Context: an optimization exercise on an open-source flow, tuned for small area, a short achievable clock period and few clock cycles. The choices shown serve that exercise and are no tape-out recipe.
The RTL was checked by simulation tests, not by an equivalence proof against the original design.
No activity file was given, so power comes from the tool's default toggle rates.

==> flow/design.v (outline; a module is shown in full before it is edited, if it fits) <==
// module fibonacci: 1229 lines
module fibonacci (
    input  logic        clk_i,
    input  logic        rst_ni,
    input  logic        start_i,
    input  logic [31:0] n_i,
    output logic [31:0] result_o,
    output logic        busy_o
);
  // ...
==> flow/run.sh <==
#!/bin/bash
# synth_recipe.tcl (not shown) runs the flow's synth.tcl, then flattens the netlist and writes it again
# the make line also repeats each setting of config.mk as NAME=value (left out here)
make -C /OpenROAD-flow-scripts/flow DESIGN_CONFIG=/design/flow/config.mk WORK_HOME=/design/flow/orfs CLKGATE_MAP_FILE= SYNTH_SCRIPT=/design/flow/synth_recipe.tcl finish
==> flow/config.mk <==
export PLATFORM = sky130hd
export DESIGN_NAME = fibonacci
export DESIGN_NICKNAME = fibonacci
export VERILOG_FILES = /design/flow/design.v
export SDC_FILE = /design/flow/constraint.sdc
export NUM_CORES = 4
export LEC_CHECK = 0
export ABC_AREA = 1
export CAP_MARGIN = 20
export CORE_MARGIN = 2
export CORE_UTILIZATION = 40
export SLEW_MARGIN = 20
export SYNTH_MEMORY_MAX_BITS = 65536
==> flow/constraint.sdc <==
create_clock -name core_clock -period 5.0 [get_ports {clk_i}]
set_input_delay 1.0000 -clock core_clock [delete_from_list [all_inputs] [get_ports {clk_i}]]
set_output_delay 1.0000 -clock core_clock [all_outputs]
set_load 0.01 [all_outputs]
==> results_dict.tcl, run 1 <==
set metrics [dict create \
    synth_compound_area_share_pct 13.2 \
    drc 0 \
    nNetsFinal 6296 \
    antenna_left 0 \
    path_cells "clkinv_1 -> buf_12 -> nor2_1 -> fa_1 -> ha_1 -> a21oi_1 -> o21ai_0 -> buf_4 -> and2_1 -> o21ai_0 -> nand3_1 -> nand2_1 -> nand3_1 -> nand3_1 -> nand2_1 -> nand3_1 -> nand2_1 -> nand2_1 -> nand2_1" \
    multi_input_gates 4180 \
    hold_viol_final 0 \
    critPathMaxStageDelay_ns 0.69 \
    holdWs_ns 0.536 \
    power_leader "combinational cells" \
    synthCells 5441 \
    cts.repair.resized 0 \
    r2r-start "p3_q" \
    synth-xor-area-share_pct 2.17 \
    dominant_cells "multi-input combinational cells" \
    fillers 8986 \
    max_freq_ghz 0.207 \
    ys_ff_latch 211 \
    synthMuxAreaShare_pct 0 \
    ys.flop_type "edfxtp_1" \
    pre_cts_slack_ns -0.348 \
    clkLatencyLatePin_ns 0.55 \
    drv_cap 0 \
    clock_cell_area_share_pct 1.98 \
    setup_tns_ns 0 \
    clockBufferCount 32 \
    grt.met2_usage_pct 58.5 \
    status "finished clean" \
    cts_setup_buffers 0 \
    multiInputGateArea_um2 24400 \
    syn_to_final_growth_pct 19.7 \
    pwr-share-seq_pct 27.7 \
    port_buffers 67 \
    p_int_mw 3.97 \
]
Testbench counts, summed over its fixed seeds: cycles 3,280.
==> run 2, diff against run 1 <==
--- a/flow/design.v
+++ b/flow/design.v
@@ -7,17 +7,17 @@
     output logic        busy_o
 );
     logic        busy_q;
     logic        ld_q, p0_q, p1_q, p2_q, p3_q;    
     logic        b_q, last_q;                     
     logic        qg_q, qe_q, xg_q;                
     logic [4:0]  cnt_q;
     logic [6:0]  wnd_q;
-    logic [31:0] x_q, ra_q, rb_q, c0_q, c1_q;
+    logic [31:0] x_q, ra_q, rb_q, c0_q, c1_q, c2_q;
     logic [31:0] above, lead;
     always_comb begin
         above[31] = 1'b0;
         for (int i = 30; i >= 0; i--) above[i] = above[i+1] | n_i[i+1];
     end
     assign lead = n_i & ~above;
     logic       big;
     logic [6:0] wnd;
@@ -26,22 +26,25 @@
     always_comb begin
         wnd  = '0;
         cnt0 = '0;
         for (int i = 8; i < 32; i++) begin
             wnd  = wnd  | ({7{lead[i]}} & n_i[i-1 -: 7]);
             cnt0 = cnt0 | ({5{lead[i]}} & 5'(i - 8));
         end
     end
-    logic [7:0]  ti, ti_od;
+    logic [6:0]  ev_i, od_i, ld_od;
     logic [31:0] tab_ev, tab_od, tab_f, tab_fm1;
-    assign ti    = ld_q ? {1'b1, wnd_q} : n_i[7:0];
-    assign ti_od = 8'(ti[7:1]) + 8'(ti[0]);
+    logic        odd;
+    assign ld_od = {1'b1, wnd_q[6:1]} - 7'(!wnd_q[0]);
+    assign ev_i  = ld_q ? {1'b1, wnd_q[6:1]} : n_i[7:1];
+    assign od_i  = ld_q ? ld_od : n_i[7:1];
+    assign odd   = ld_q ? wnd_q[0] : n_i[0];
     always_comb begin
-        case (ti[7:1])
+        case (ev_i)
             7'd0: tab_ev = 32'd0;
             7'd1: tab_ev = 32'd1;
             7'd2: tab_ev = 32'd3;
             7'd3: tab_ev = 32'd8;
             7'd4: tab_ev = 32'd21;
             7'd5: tab_ev = 32'd55;
             7'd6: tab_ev = 32'd144;
             7'd7: tab_ev = 32'd377;
@@ -164,152 +167,151 @@
             7'd124: tab_ev = 32'd2977551989;
             7'd125: tab_ev = 32'd4127319575;
             7'd126: tab_ev = 32'd814472144;
             7'd127: tab_ev = 32'd2611064153;
             default: tab_ev = 32'd0;
         endcase
     end
     always_comb begin
-        case (ti_od)
-            8'd0: tab_od = 32'd1;
-            8'd1: tab_od = 32'd1;
-            8'd2: tab_od = 32'd2;
-            8'd3: tab_od = 32'd5;
-            8'd4: tab_od = 32'd13;
-            8'd5: tab_od = 32'd34;
-            8'd6: tab_od = 32'd89;
-            8'd7: tab_od = 32'd233;
-            8'd8: tab_od = 32'd610;
-            8'd9: tab_od = 32'd1597;
-            8'd10: tab_od = 32'd4181;
-            8'd11: tab_od = 32'd10946;
-            8'd12: tab_od = 32'd28657;
-            8'd13: tab_od = 32'd75025;
-            8'd14: tab_od = 32'd196418;
-            8'd15: tab_od = 32'd514229;
-            8'd16: tab_od = 32'd1346269;
-            8'd17: tab_od = 32'd3524578;
-            8'd18: tab_od = 32'd9227465;
-            8'd19: tab_od = 32'd24157817;
-            8'd20: tab_od = 32'd63245986;
-            8'd21: tab_od = 32'd165580141;
-            8'd22: tab_od = 32'd433494437;
-            8'd23: tab_od = 32'd1134903170;
-            8'd24: tab_od = 32'd2971215073;
-            8'd25: tab_od = 32'd3483774753;
-            8'd26: tab_od = 32'd3185141890;
-            8'd27: tab_od = 32'd1776683621;
-            8'd28: tab_od = 32'd2144908973;
-            8'd29: tab_od = 32'd363076002;
-            8'd30: tab_od = 32'd3239286329;
-            8'd31: tab_od = 32'd764848393;
-            8'd32: tab_od = 32'd3350226146;
-            8'd33: tab_od = 32'd695895453;
-            8'd34: tab_od = 32'd3032427509;
-            8'd35: tab_od = 32'd4106419778;
-            8'd36: tab_od = 32'd696897233;
-            8'd37: tab_od = 32'd2279239217;
-            8'd38: tab_od = 32'd1845853122;
-            8'd39: tab_od = 32'd3258320149;
-            8'd40: tab_od = 32'd3634140029;
-            8'd41: tab_od = 32'd3349132642;
-            8'd42: tab_od = 32'd2118290601;
-            8'd43: tab_od = 32'd3005739161;
-            8'd44: tab_od = 32'd2603959586;
-            8'd45: tab_od = 32'd511172301;
-            8'd46: tab_od = 32'd3224524613;
-            8'd47: tab_od = 32'd572466946;
-            8'd48: tab_od = 32'd2787843521;
-            8'd49: tab_od = 32'd3496096321;
-            8'd50: tab_od = 32'd3405478146;
-            8'd51: tab_od = 32'd2425370821;
-            8'd52: tab_od = 32'd3870634317;
-            8'd53: tab_od = 32'd596597538;
-            8'd54: tab_od = 32'd2214125593;
-            8'd55: tab_od = 32'd1750811945;
-            8'd56: tab_od = 32'd3038310242;
-            8'd57: tab_od = 32'd3069151485;
-            8'd58: tab_od = 32'd1874176917;
-            8'd59: tab_od = 32'd2553379266;
-            8'd60: tab_od = 32'd1490993585;
-            8'd61: tab_od = 32'd1919601489;
-            8'd62: tab_od = 32'd4267810882;
-            8'd63: tab_od = 32'd2293896565;
-            8'd64: tab_od = 32'd2613878813;
-            8'd65: tab_od = 32'd1252772578;
-            8'd66: tab_od = 32'd1144438921;
-            8'd67: tab_od = 32'd2180544185;
-            8'd68: tab_od = 32'd1102226338;
-            8'd69: tab_od = 32'd1126134829;
-            8'd70: tab_od = 32'd2276178149;
-            8'd71: tab_od = 32'd1407432322;
-            8'd72: tab_od = 32'd1946118817;
-            8'd73: tab_od = 32'd135956833;
-            8'd74: tab_od = 32'd2756718978;
-            8'd75: tab_od = 32'd3839232805;
-            8'd76: tab_od = 32'd171044845;
-            8'd77: tab_od = 32'd968869026;
-            8'd78: tab_od = 32'd2735562233;
-            8'd79: tab_od = 32'd2942850377;
-            8'd80: tab_od = 32'd1798021602;
-            8'd81: tab_od = 32'd2451214429;
-            8'd82: tab_od = 32'd1260654389;
-            8'd83: tab_od = 32'd1330748738;
-            8'd84: tab_od = 32'd2731591825;
-            8'd85: tab_od = 32'd2569059441;
-            8'd86: tab_od = 32'd680619202;
-            8'd87: tab_od = 32'd3767765461;
-            8'd88: tab_od = 32'd2032742589;
-            8'd89: tab_od = 32'd2330462306;
-            8'd90: tab_od = 32'd663677033;
-            8'd91: tab_od = 32'd3955536089;
-            8'd92: tab_od = 32'd2612996642;
-            8'd93: tab_od = 32'd3883453837;
-            8'd94: tab_od = 32'd447430277;
-            8'd95: tab_od = 32'd1753804290;
-            8'd96: tab_od = 32'd519015297;
-            8'd97: tab_od = 32'd4098208897;
-            8'd98: tab_od = 32'd3185676802;
-            8'd99: tab_od = 32'd1163854213;
-            8'd100: tab_od = 32'd305885837;
-            8'd101: tab_od = 32'd4048770594;
-            8'd102: tab_od = 32'd3250491353;
-            8'd103: tab_od = 32'd1407736169;
-            8'd104: tab_od = 32'd972717154;
-            8'd105: tab_od = 32'd1510415293;
-            8'd106: tab_od = 32'd3558528725;
-            8'd107: tab_od = 32'd575236290;
-            8'd108: tab_od = 32'd2462147441;
-            8'd109: tab_od = 32'd2516238737;
-            8'd110: tab_od = 32'd791601474;
-            8'd111: tab_od = 32'd4153532981;
-            8'd112: tab_od = 32'd3079062877;
-            8'd113: tab_od = 32'd788688354;
-            8'd114: tab_od = 32'd3581969481;
-            8'd115: tab_od = 32'd1367285497;
-            8'd116: tab_od = 32'd519887010;
-            8'd117: tab_od = 32'd192375533;
-            8'd118: tab_od = 32'd57239589;
-            8'd119: tab_od = 32'd4274310530;
-            8'd120: tab_od = 32'd4175757409;
-            8'd121: tab_od = 32'd3957994401;
-            8'd122: tab_od = 32'd3403258498;
-            8'd123: tab_od = 32'd1956813797;
-            8'd124: tab_od = 32'd2467182893;
-            8'd125: tab_od = 32'd1149767586;
-            8'd126: tab_od = 32'd982119865;
-            8'd127: tab_od = 32'd1796592009;
-            8'd128: tab_od = 32'd112688866;
+        case (od_i)
+            7'd0: tab_od = 32'd1;
+            7'd1: tab_od = 32'd2;
+            7'd2: tab_od = 32'd5;
+            7'd3: tab_od = 32'd13;
+            7'd4: tab_od = 32'd34;
+            7'd5: tab_od = 32'd89;
+            7'd6: tab_od = 32'd233;
+            7'd7: tab_od = 32'd610;
+            7'd8: tab_od = 32'd1597;
+            7'd9: tab_od = 32'd4181;
+            7'd10: tab_od = 32'd10946;
+            7'd11: tab_od = 32'd28657;
+            7'd12: tab_od = 32'd75025;
+            7'd13: tab_od = 32'd196418;
+            7'd14: tab_od = 32'd514229;
+            7'd15: tab_od = 32'd1346269;
+            7'd16: tab_od = 32'd3524578;
+            7'd17: tab_od = 32'd9227465;
+            7'd18: tab_od = 32'd24157817;
+            7'd19: tab_od = 32'd63245986;
+            7'd20: tab_od = 32'd165580141;
+            7'd21: tab_od = 32'd433494437;
+            7'd22: tab_od = 32'd1134903170;
+            7'd23: tab_od = 32'd2971215073;
+            7'd24: tab_od = 32'd3483774753;
+            7'd25: tab_od = 32'd3185141890;
+            7'd26: tab_od = 32'd1776683621;
+            7'd27: tab_od = 32'd2144908973;
+            7'd28: tab_od = 32'd363076002;
+            7'd29: tab_od = 32'd3239286329;
+            7'd30: tab_od = 32'd764848393;
+            7'd31: tab_od = 32'd3350226146;
+            7'd32: tab_od = 32'd695895453;
+            7'd33: tab_od = 32'd3032427509;
+            7'd34: tab_od = 32'd4106419778;
+            7'd35: tab_od = 32'd696897233;
+            7'd36: tab_od = 32'd2279239217;
+            7'd37: tab_od = 32'd1845853122;
+            7'd38: tab_od = 32'd3258320149;
+            7'd39: tab_od = 32'd3634140029;
+            7'd40: tab_od = 32'd3349132642;
+            7'd41: tab_od = 32'd2118290601;
+            7'd42: tab_od = 32'd3005739161;
+            7'd43: tab_od = 32'd2603959586;
+            7'd44: tab_od = 32'd511172301;
+            7'd45: tab_od = 32'd3224524613;
+            7'd46: tab_od = 32'd572466946;
+            7'd47: tab_od = 32'd2787843521;
+            7'd48: tab_od = 32'd3496096321;
+            7'd49: tab_od = 32'd3405478146;
+            7'd50: tab_od = 32'd2425370821;
+            7'd51: tab_od = 32'd3870634317;
+            7'd52: tab_od = 32'd596597538;
+            7'd53: tab_od = 32'd2214125593;
+            7'd54: tab_od = 32'd1750811945;
+            7'd55: tab_od = 32'd3038310242;
+            7'd56: tab_od = 32'd3069151485;
+            7'd57: tab_od = 32'd1874176917;
+            7'd58: tab_od = 32'd2553379266;
+            7'd59: tab_od = 32'd1490993585;
+            7'd60: tab_od = 32'd1919601489;
+            7'd61: tab_od = 32'd4267810882;
+            7'd62: tab_od = 32'd2293896565;
+            7'd63: tab_od = 32'd2613878813;
+            7'd64: tab_od = 32'd1252772578;
+            7'd65: tab_od = 32'd1144438921;
+            7'd66: tab_od = 32'd2180544185;
+            7'd67: tab_od = 32'd1102226338;
+            7'd68: tab_od = 32'd1126134829;
+            7'd69: tab_od = 32'd2276178149;
+            7'd70: tab_od = 32'd1407432322;
+            7'd71: tab_od = 32'd1946118817;
+            7'd72: tab_od = 32'd135956833;
+            7'd73: tab_od = 32'd2756718978;
+            7'd74: tab_od = 32'd3839232805;
+            7'd75: tab_od = 32'd171044845;
+            7'd76: tab_od = 32'd968869026;
+            7'd77: tab_od = 32'd2735562233;
+            7'd78: tab_od = 32'd2942850377;
+            7'd79: tab_od = 32'd1798021602;
+            7'd80: tab_od = 32'd2451214429;
+            7'd81: tab_od = 32'd1260654389;
+            7'd82: tab_od = 32'd1330748738;
+            7'd83: tab_od = 32'd2731591825;
+            7'd84: tab_od = 32'd2569059441;
+            7'd85: tab_od = 32'd680619202;
+            7'd86: tab_od = 32'd3767765461;
+            7'd87: tab_od = 32'd2032742589;
+            7'd88: tab_od = 32'd2330462306;
+            7'd89: tab_od = 32'd663677033;
+            7'd90: tab_od = 32'd3955536089;
+            7'd91: tab_od = 32'd2612996642;
+            7'd92: tab_od = 32'd3883453837;
+            7'd93: tab_od = 32'd447430277;
+            7'd94: tab_od = 32'd1753804290;
+            7'd95: tab_od = 32'd519015297;
+            7'd96: tab_od = 32'd4098208897;
+            7'd97: tab_od = 32'd3185676802;
+            7'd98: tab_od = 32'd1163854213;
+            7'd99: tab_od = 32'd305885837;
+            7'd100: tab_od = 32'd4048770594;
+            7'd101: tab_od = 32'd3250491353;
+            7'd102: tab_od = 32'd1407736169;
+            7'd103: tab_od = 32'd972717154;
+            7'd104: tab_od = 32'd1510415293;
+            7'd105: tab_od = 32'd3558528725;
+            7'd106: tab_od = 32'd575236290;
+            7'd107: tab_od = 32'd2462147441;
+            7'd108: tab_od = 32'd2516238737;
+            7'd109: tab_od = 32'd791601474;
+            7'd110: tab_od = 32'd4153532981;
+            7'd111: tab_od = 32'd3079062877;
+            7'd112: tab_od = 32'd788688354;
+            7'd113: tab_od = 32'd3581969481;
+            7'd114: tab_od = 32'd1367285497;
+            7'd115: tab_od = 32'd519887010;
+            7'd116: tab_od = 32'd192375533;
+            7'd117: tab_od = 32'd57239589;
+            7'd118: tab_od = 32'd4274310530;
+            7'd119: tab_od = 32'd4175757409;
+            7'd120: tab_od = 32'd3957994401;
+            7'd121: tab_od = 32'd3403258498;
+            7'd122: tab_od = 32'd1956813797;
+            7'd123: tab_od = 32'd2467182893;
+            7'd124: tab_od = 32'd1149767586;
+            7'd125: tab_od = 32'd982119865;
+            7'd126: tab_od = 32'd1796592009;
+            7'd127: tab_od = 32'd112688866;
             default: tab_od = 32'd0;
         endcase
     end
-    assign tab_f   = ti[0] ? tab_od : tab_ev;
-    assign tab_fm1 = ti[0] ? tab_ev : tab_od;
-    logic [31:0] sq0, sq1;
+    assign tab_f   = odd ? tab_od : tab_ev;
+    assign tab_fm1 = odd ? tab_ev : tab_od;
+    logic [31:0] sq0, sq1, sq2;
     logic ts1;
     logic tc2;
     logic ts3;
     logic tc4;
     logic ts5;
     logic tc6;
     logic ts7;
     logic tc8;
@@ -664,72 +666,16 @@
     logic ts357;
     logic tc358;
     logic ts359;
     logic tc360;
     logic ts361;
     logic tc362;
     logic ts363;
     logic tc364;
-    logic ts365;
-    logic tc366;
-    logic ts367;
-    logic tc368;
-    logic ts369;
-    logic tc370;
-    logic ts371;
-    logic tc372;
-    logic ts373;
-    logic tc374;
-    logic ts375;
-    logic tc376;
-    logic ts377;
-    logic tc378;
-    logic ts379;
-    logic tc380;
-    logic ts381;
-    logic tc382;
-    logic ts383;
-    logic tc384;
-    logic ts385;
-    logic tc386;
-    logic ts387;
-    logic tc388;
-    logic ts389;
-    logic tc390;
-    logic ts391;
-    logic tc392;
-    logic ts393;
-    logic tc394;
-    logic ts395;
-    logic tc396;
-    logic ts397;
-    logic tc398;
-    logic ts399;
-    logic tc400;
-    logic ts401;
-    logic tc402;
-    logic ts403;
-    logic tc404;
-    logic ts405;
-    logic tc406;
-    logic ts407;
-    logic tc408;
-    logic ts409;
-    logic tc410;
-    logic ts411;
-    logic tc412;
-    logic ts413;
-    logic tc414;
-    logic ts415;
-    logic tc416;
-    logic ts417;
-    logic tc418;
-    logic ts419;
-    logic tc420;
     assign ts1 = result_o[13] ^ (result_o[0] & result_o[25]);
     assign tc2 = result_o[13] & (result_o[0] & result_o[25]);
     assign ts3 = (result_o[0] & result_o[26]) ^ (result_o[1] & result_o[25]);
     assign tc4 = (result_o[0] & result_o[26]) & (result_o[1] & result_o[25]);
     assign ts5 = result_o[14] ^ (result_o[0] & result_o[27]) ^ (result_o[1] & result_o[26]);
     assign tc6 = (result_o[14] & (result_o[0] & result_o[27])) | (result_o[14] & (result_o[1] & result_o[26])) | ((result_o[0] & result_o[27]) & (result_o[1] & result_o[26]));
     assign ts7 = (result_o[2] & result_o[25]) ^ (result_o[3] & result_o[24]);
     assign tc8 = (result_o[2] & result_o[25]) & (result_o[3] & result_o[24]);
@@ -1084,81 +1030,29 @@
     assign ts357 = tc294 ^ tc296 ^ ts297;
     assign tc358 = (tc294 & tc296) | (tc294 & ts297) | (tc296 & ts297);
     assign ts359 = tc298 ^ tc300 ^ ts301;
     assign tc360 = (tc298 & tc300) | (tc298 & ts301) | (tc300 & ts301);
     assign ts361 = tc302 ^ tc304 ^ ts305;
     assign tc362 = (tc302 & tc304) | (tc302 & ts305) | (tc304 & ts305);
     assign ts363 = tc306 ^ tc308 ^ ts309;
     assign tc364 = (tc306 & tc308) | (tc306 & ts309) | (tc308 & ts309);
-    assign ts365 = result_o[2] ^ (result_o[0] & result_o[3]);
-    assign tc366 = result_o[2] & (result_o[0] & result_o[3]);
-    assign ts367 = (result_o[0] & result_o[4]) ^ (result_o[1] & result_o[3]);
-    assign tc368 = (result_o[0] & result_o[4]) & (result_o[1] & result_o[3]);
-    assign ts369 = ts313 ^ (result_o[1] & result_o[4]) ^ (result_o[2] & result_o[3]);
-    assign tc370 = (ts313 & (result_o[1] & result_o[4])) | (ts313 & (result_o[2] & result_o[3])) | ((result_o[1] & result_o[4]) & (result_o[2] & result_o[3]));
-    assign ts371 = tc314 ^ ts315 ^ (result_o[2] & result_o[4]);
-    assign tc372 = (tc314 & ts315) | (tc314 & (result_o[2] & result_o[4])) | (ts315 & (result_o[2] & result_o[4]));
-    assign ts373 = tc316 ^ ts317 ^ (result_o[3] & result_o[4]);
-    assign tc374 = (tc316 & ts317) | (tc316 & (result_o[3] & result_o[4])) | (ts317 & (result_o[3] & result_o[4]));
-    assign ts375 = tc318 ^ ts319 ^ (result_o[3] & result_o[5]);
-    assign tc376 = (tc318 & ts319) | (tc318 & (result_o[3] & result_o[5])) | (ts319 & (result_o[3] & result_o[5]));
-    assign ts377 = tc320 ^ ts321 ^ (result_o[4] & result_o[5]);
-    assign tc378 = (tc320 & ts321) | (tc320 & (result_o[4] & result_o[5])) | (ts321 & (result_o[4] & result_o[5]));
-    assign ts379 = tc322 ^ ts323 ^ ts231;
-    assign tc380 = (tc322 & ts323) | (tc322 & ts231) | (ts323 & ts231);
-    assign ts381 = tc324 ^ ts325 ^ ts235;
-    assign tc382 = (tc324 & ts325) | (tc324 & ts235) | (ts325 & ts235);
-    assign ts383 = tc326 ^ ts327 ^ ts239;
-    assign tc384 = (tc326 & ts327) | (tc326 & ts239) | (ts327 & ts239);
-    assign ts385 = tc328 ^ ts329 ^ ts243;
-    assign tc386 = (tc328 & ts329) | (tc328 & ts243) | (ts329 & ts243);
-    assign ts387 = tc330 ^ ts331 ^ ts247;
-    assign tc388 = (tc330 & ts331) | (tc330 & ts247) | (ts331 & ts247);
-    assign ts389 = tc332 ^ ts333 ^ ts251;
-    assign tc390 = (tc332 & ts333) | (tc332 & ts251) | (ts333 & ts251);
-    assign ts391 = tc334 ^ ts335 ^ ts255;
-    assign tc392 = (tc334 & ts335) | (tc334 & ts255) | (ts335 & ts255);
-    assign ts393 = tc336 ^ ts337 ^ ts259;
-    assign tc394 = (tc336 & ts337) | (tc336 & ts259) | (ts337 & ts259);
-    assign ts395 = tc338 ^ ts339 ^ ts263;
-    assign tc396 = (tc338 & ts339) | (tc338 & ts263) | (ts339 & ts263);
-    assign ts397 = tc340 ^ ts341 ^ ts267;
-    assign tc398 = (tc340 & ts341) | (tc340 & ts267) | (ts341 & ts267);
-    assign ts399 = tc342 ^ ts343 ^ ts271;
-    assign tc400 = (tc342 & ts343) | (tc342 & ts271) | (ts343 & ts271);
-    assign ts401 = tc344 ^ ts345 ^ ts275;
-    assign tc402 = (tc344 & ts345) | (tc344 & ts275) | (ts345 & ts275);
-    assign ts403 = tc346 ^ ts347 ^ ts279;
-    assign tc404 = (tc346 & ts347) | (tc346 & ts279) | (ts347 & ts279);
-    assign ts405 = tc348 ^ ts349 ^ ts283;
-    assign tc406 = (tc348 & ts349) | (tc348 & ts283) | (ts349 & ts283);
-    assign ts407 = tc350 ^ ts351 ^ ts287;
-    assign tc408 = (tc350 & ts351) | (tc350 & ts287) | (ts351 & ts287);
-    assign ts409 = tc352 ^ ts353 ^ ts291;
-    assign tc410 = (tc352 & ts353) | (tc352 & ts291) | (ts353 & ts291);
-    assign ts411 = tc354 ^ ts355 ^ ts295;
-    assign tc412 = (tc354 & ts355) | (tc354 & ts295) | (ts355 & ts295);
-    assign ts413 = tc356 ^ ts357 ^ ts299;
-    assign tc414 = (tc356 & ts357) | (tc356 & ts299) | (ts357 & ts299);
-    assign ts415 = tc358 ^ ts359 ^ ts303;
-    assign tc416 = (tc358 & ts359) | (tc358 & ts303) | (ts359 & ts303);
-    assign ts417 = tc360 ^ ts361 ^ ts307;
-    assign tc418 = (tc360 & ts361) | (tc360 & ts307) | (ts361 & ts307);
-    assign ts419 = tc362 ^ ts363 ^ ts311;
-    assign tc420 = (tc362 & ts363) | (tc362 & ts311) | (ts363 & ts311);
-    assign sq0 = {tc418, tc416, tc414, tc412, tc410, tc408, tc406, tc404, tc402, tc400, tc398, tc396, tc394, tc392, tc390, tc388, tc386, tc384, tc382, tc380, tc378, tc376, tc374, tc372, tc370, tc368, tc366, ts365, (result_o[0] & result_o[2]), result_o[1], 1'b0, result_o[0]};
-    assign sq1 = {ts419, ts417, ts415, ts413, ts411, ts409, ts407, ts405, ts403, ts401, ts399, ts397, ts395, ts393, ts391, ts389, ts387, ts385, ts383, ts381, ts379, ts377, ts375, ts373, ts371, ts369, ts367, (result_o[1] & result_o[2]), 1'b0, (result_o[0] & result_o[1]), 1'b0, 1'b0};
-    logic [31:0] ga, ea, gs, gc, es, ec, sum_g, sum_e, sum_xy;
+    assign sq0 = {tc362, tc360, tc358, tc356, tc354, tc352, tc350, tc348, tc346, tc344, tc342, tc340, tc338, tc336, tc334, tc332, tc330, tc328, tc326, tc324, tc322, tc320, tc318, tc316, tc314, ts313, (result_o[0] & result_o[4]), result_o[2], (result_o[0] & result_o[2]), result_o[1], 1'b0, result_o[0]};
+    assign sq1 = {ts363, ts361, ts359, ts357, ts355, ts353, ts351, ts349, ts347, ts345, ts343, ts341, ts339, ts337, ts335, ts333, ts331, ts329, ts327, ts325, ts323, ts321, ts319, ts317, ts315, (result_o[1] & result_o[4]), (result_o[1] & result_o[3]), (result_o[0] & result_o[3]), 1'b0, (result_o[0] & result_o[1]), 1'b0, 1'b0};
+    assign sq2 = {ts311, ts307, ts303, ts299, ts295, ts291, ts287, ts283, ts279, ts275, ts271, ts267, ts263, ts259, ts255, ts251, ts247, ts243, ts239, ts235, ts231, (result_o[4] & result_o[5]), (result_o[3] & result_o[5]), (result_o[3] & result_o[4]), (result_o[2] & result_o[4]), (result_o[2] & result_o[3]), 1'b0, (result_o[1] & result_o[2]), 1'b0, 1'b0, 1'b0, 1'b0};
+    logic [31:0] ga, ea, ts, tc, t1, gs, gc, es, ec, sum_g, sum_e, sum_xy;
+    assign ts  = c0_q ^ c1_q ^ c2_q;
+    assign tc  = (c0_q & c1_q) | (c0_q & c2_q) | (c1_q & c2_q);
+    assign t1  = {tc[30:0], 1'b0};
     assign ga  = ra_q & {32{p2_q | p3_q}};
     assign ea  = ~rb_q & {32{p3_q}};
-    assign gs  = c0_q ^ c1_q ^ ga;
-    assign gc  = (c0_q & c1_q) | (c0_q & ga) | (c1_q & ga);
-    assign es  = c0_q ^ c1_q ^ ea;
-    assign ec  = (c0_q & c1_q) | (c0_q & ea) | (c1_q & ea);
+    assign gs  = ts ^ t1 ^ ga;
+    assign gc  = (ts & t1) | (ts & ga) | (t1 & ga);
+    assign es  = ts ^ t1 ^ ea;
+    assign ec  = (ts & t1) | (ts & ea) | (t1 & ea);
     assign sum_g  = gs + {gc[30:0], 1'b0};
     assign sum_e  = es + {ec[30:0], p3_q};
     assign sum_xy = result_o + x_q;
     logic accept;
     assign accept = start_i && !busy_q;
     always_ff @(posedge clk_i or negedge rst_ni) begin
         if (!rst_ni) begin
             busy_q   <= 1'b0;
@@ -1175,16 +1069,17 @@
             else if (p1_q) result_o <= sum_xy;
             else if (qg_q) result_o <= sum_g;
             else if (qe_q) result_o <= sum_e;
         end
     end
     always_ff @(posedge clk_i) begin
         c0_q <= sq0;
         c1_q <= sq1;
+        c2_q <= sq2;
     end
     always_ff @(posedge clk_i or negedge rst_ni) begin
         if (!rst_ni) begin
             ld_q <= 1'b0;
             p0_q <= 1'b0;
             p1_q <= 1'b0;
             p2_q <= 1'b0;
             p3_q <= 1'b0;
--- a/flow/config.mk
+++ b/flow/config.mk
@@ -4,10 +4,11 @@
 export VERILOG_FILES = /design/flow/design.v
 export SDC_FILE = /design/flow/constraint.sdc
 export NUM_CORES = 4
 export LEC_CHECK = 0
 export ABC_AREA = 1
 export CAP_MARGIN = 20
 export CORE_MARGIN = 2
 export CORE_UTILIZATION = 40
+export GPL_TIMING_DRIVEN = 0
 export SLEW_MARGIN = 20
 export SYNTH_MEMORY_MAX_BITS = 65536
==> run 2 against run 1 <==
  * Now fails the layout checks on setup timing
  * Power decreased by 12%
  * Combinational power shrank 39%
  * Die area is 1.9% lower
  * Register-to-register slack got worse by 0.36 ns
  * Clock power increased by 12%
  * Utilization fell by 4.1 points
  * Worst hold slack worse by 0.12 ns
  * Area after synthesis is 1.9% lower
  * Critical path type unchanged
==> results_dict.tcl, run 2 <==
set metrics [dict create \
    status "finished with violations" \
    check-failures "setup timing" \
    syn_to_final_growth_pct 9.52 \
    ys_ff_latch 238 \
    synth.most_common_cell "nand2_1" \
    nNetsFinal 5746 \
    fillers 8929 \
    ctsHoldBuffers 0 \
    cts_buffers 27 \
    layout_common_cells "1486 x nand2_1, 671 x inv_1, 568 x nand3_1" \
    async_flop_share_pct 17.2 \
    port_buffers 55 \
    dieArea_um2 85500 \
    antenna_left 0 \
    synthCells 5225 \
    max_slew_margin_pct 13.7 \
    crit_family "simple AND/OR/NAND/NOR gates" \
    crit_type "reg -> reg" \
    p_int_mw 3.56 \
    synth-edff-count 105 \
    crit_buf_inv 3 \
    setup_viol 20 \
    yosysWarnings 1 \
    drv_cap 0 \
    viasPerCell 6.32 \
    antenna_found_initial 12 \
    seqCellArea_um2 6020 \
    chipHeight_um 292 \
    layoutNonFillerInstCount 6417 \
    synth_top_area_share_pct 16.9 \
    p_clk_share_pct 34.9 \
    cts_tree "built" \
    path_max_fanout 9 \
    end_kind "flop" \
    grt_max_degree 33 \
    worst_pin_slew_ns 1.29 \
    rsz0062_at_grt "yes" \
    hold_viol_final 0 \
    final_common_cell "nand2_1" \
    std_cell_rows 105 \
    avgSynthCellArea_um2 6.37 \
    dieWidth_um 292 \
    cts.sinks 238 \
    clkLatencyLatePin_ns 0.62 \
    post-route-period-util_pct 104 \
    first_pass_iters 13 \
    critPathMaxStageDelay_ns 0.62 \
    slew_viol_final 0 \
    cts-htree-levels 1 \
    r2r-start "wnd_q[0]" \
    p_leak_nw 18.8 \
    dp.cells 6356 \
    routed-via-count 40600 \
    fin_crit_ns 5.19 \
    grt.total_usage_pct 44.9 \
    drive_gt1_share_pct 3.95 \
    crit_slowest_cell "nand2_1" \
    path_common_cell "nand2_1" \
    drc 0 \
    initial_core_util_pct 40.5 \
    drt_iter0_markers 7034 \
    required_ns 5.50 \
    pwr-share-seq_pct 33.9 \
    worstPathArrival_ns 5.70 \
    min_path_type "in -> async" \
    place.gp.congestion 1.12 \
    grt_pass1_vias 38000 \
    cts_buffer_depth 3 \
    wl_per_cell_um 30.9 \
    clock-root-buffer "clkbuf_16" \
    fin_worst_skew_ns 0.0601 \
    multiInputGateArea_um2 23800 \
    num_io_pins 68 \
    synth_area_um2 33300 \
    grt_pass1_wl_mm 276 \
    critical_path.startpoint "wnd_q[0]" \
    dp_hpwl_mm 155 \
    core_um2 82200 \
    clkTransAtPathRegs_ns 0.07 \
    path_cells "inv_1 -> ha_1 -> ha_1 -> a21oi_4 -> buf_6 -> ha_1 -> inv_1 -> nor2_1 -> nand2_1 -> nand3_1 -> nand2_1 -> nand3_1 -> nand3_1 -> nand2_1 -> nand2_1 -> nand4_1 -> o21ai_0 -> nand2_1 -> nand2_1 -> nand2_1" \
    p_per_area_nw_per_um2 164 \
    synth_area_leaders "nand2_1 17%, fa_1 14%, edfxtp_1 9.5%, nand3_1 8.6%, inv_1 7.6%" \
    seq_area_frac_synth_pct 18.1 \
    p_total_mw 5.97 \
    p_comb_share_pct 31.2 \
    cp-start-kind "flop" \
    yosysTopAreaCell "nand2_1" \
    postLayoutSetupSlackWorst_ns -0.195 \
    ys.flop_type "edfxtp_1" \
    wl_mm 198 \
    netlist-cell-type-count 56 \
    max_freq_ghz 0.193 \
    globalRouteOverflowTotal 0 \
    synth_common_cells "1496 x nand2_1, 671 x inv_1, 572 x nand3_1" \
    synth_nets 5651 \
    switchingPower_mw 2.41 \
    irDropWorstVdd_mv 0.288 \
    p_sw_share_pct 40.4 \
]
run 2: cell types whose count changed after synthesis, sizes merged, moves of 12 or more:
cell,delta
a21oi,+37
buf,-41
clkbuf,+21
dfxtp,+27
ha,-13
inv,-87
nand2,-146
nand3,-89
nand4,+37
nor2,+45
o211ai,-12
xnor2,-14
xor2,+12
run 2: routing by layer:
metal  part of all wire, %  GRT usage (%)  routed length [µm]
met1                    39           59.8               76800
met5                 0.042              0                  83
met4                   7.5           25.5               14800
met3                    15           16.9               29900
met2                    39           61.9               76500
run 2: worst reg2reg max path, stage by stage (launching register included):
cell and delay, ns:
edfxtp_1 0.40, inv_1 0.26, ha_1 0.27, ha_1 0.28
a21oi_4 0.33, buf_6 0.26, ha_1 0.29, inv_1 0.06
nor2_1 0.61, nand2_1 0.63, nand3_1 0.35, nand2_1 0.08
nand3_1 0.19, nand3_1 0.11, nand2_1 0.39, nand2_1 0.16
nand4_1 0.16, o21ai_0 0.10, nand2_1 0.07, nand2_1 0.06
nand2_1 0.08
run 2: area by class of cell:
cell class	count	share of cell area (%)
Antenna cell	6	0.0412
Buffer	258	2.99
Clock buffer	34	2.10
Clock inverter	16	0.371
Inverter	687	7.13
Multi-Input combinational cell	4041	65.2
Sequential cell	238	16.5
Tap cell	1070	3.67
Timing Repair Buffer	67	1.94
run 2: power by group through the flow:
stage	Clock [mW]	Sequential [mW]	Combinational, mW
finish	2.08	2.02	1.87
floorplan	0	2.07	0.889
CTS	2.08	2.02	1.68
global placement	0	2.07	1.71
detailed placement	0	2.07	1.66
global route	2.16	2.02	1.86
run 2: worst paths after layout:
check	end	slack, ns	cells past startpoint
setup / recovery	result_o[25]	-0.19	20
hold / removal	result_o[22]	0.42	1
setup reg to reg	result_o[25]	-0.19	20
hold reg to reg	qe_q	0.51	1
max in group asynchronous	result_o[0]	4.06	2
min in group core_clock	qe_q	0.51	1
run 2: logic make-up (layout without fill, tap and decap cells):
kind of cell	count (synthesis)	in the layout	synth area share, %
compound gates	788	788	13.5
xor+xnor	82	82	2.16
fa+ha+maj	391	391	19.8
buf+inv	946	1062	10.9
flops	238	238	18.1
other cells	0	6	0
simple gates	2780	2780	35.6
run 2: per-stage QoR:
step	setup TNS [ns]	hold WS (ns)	util, %	setup WS, ns	cell area, µm²
2_1_floorplan	0	0.396	-	1.04	33300
3_3_place_gp	-155.87	0.516	42.8	-2.72	35200
3_5_place_dp	-46.87	0.506	42.9	-1.25	35300
4_1_cts	0	0.430	44.1	0.0235	36300
5_1_grt	-0.583	0.462	44.3	-0.167	36400
6_report	-1.79	0.419	44.3	-0.195	36500
run 2: timing repair:
| item | 4_1_cts | 5_1_grt |
|---|---|---|
| pin swaps | 2 | 0 |
| endpoints found under the setup margin | 72 | 54 |
| setup buffers | 4 | 2 |
| resized for setup | 26 | 80 |
| gates cloned | 0 | 0 |
Testbench counts of run 2, summed over its fixed seeds: cycles 3,280.

==> separate check: timing with driven ports <==
Ports are ideal in the flow. The routed layouts listed here were re-timed in OpenROAD. Step 1 sets driving cells, clkbuf_16 on the clock port and buf_2 on the other inputs (assumed; they add their load-dependent delay and slew). Step 2 times the ports against the registers' clock, not the clock port: input delays grow and output delays shrink by t, the midpoint of the rising clock arrivals with the driver on. Slacks: no drivers / after step 1 / after step 2; pairs: no drivers / after step 1.
| run | shift t [ns] | slack for setup (ns) | hold WS [ns] | worst setup path after step 2 | worst data-port slew with drivers (ns) |
|---|---|---|---|---|---|
| run 1 | 0.599 | 0.165 / 0.165 / -0.311 | 0.536 / 0.536 / 0.536 | input to register | 0.05 |
| run 2 | 0.655 | -0.195 / -0.195 / -0.802 | 0.419 / 0.404 / 0.513 | input to register | 0.05 |
Met with ideal ports but missed after step 2: setup timing in run 1. The setup slack of run 2, which loses most, moves by 0.000 ns with the drivers and by -0.607 ns with both steps.
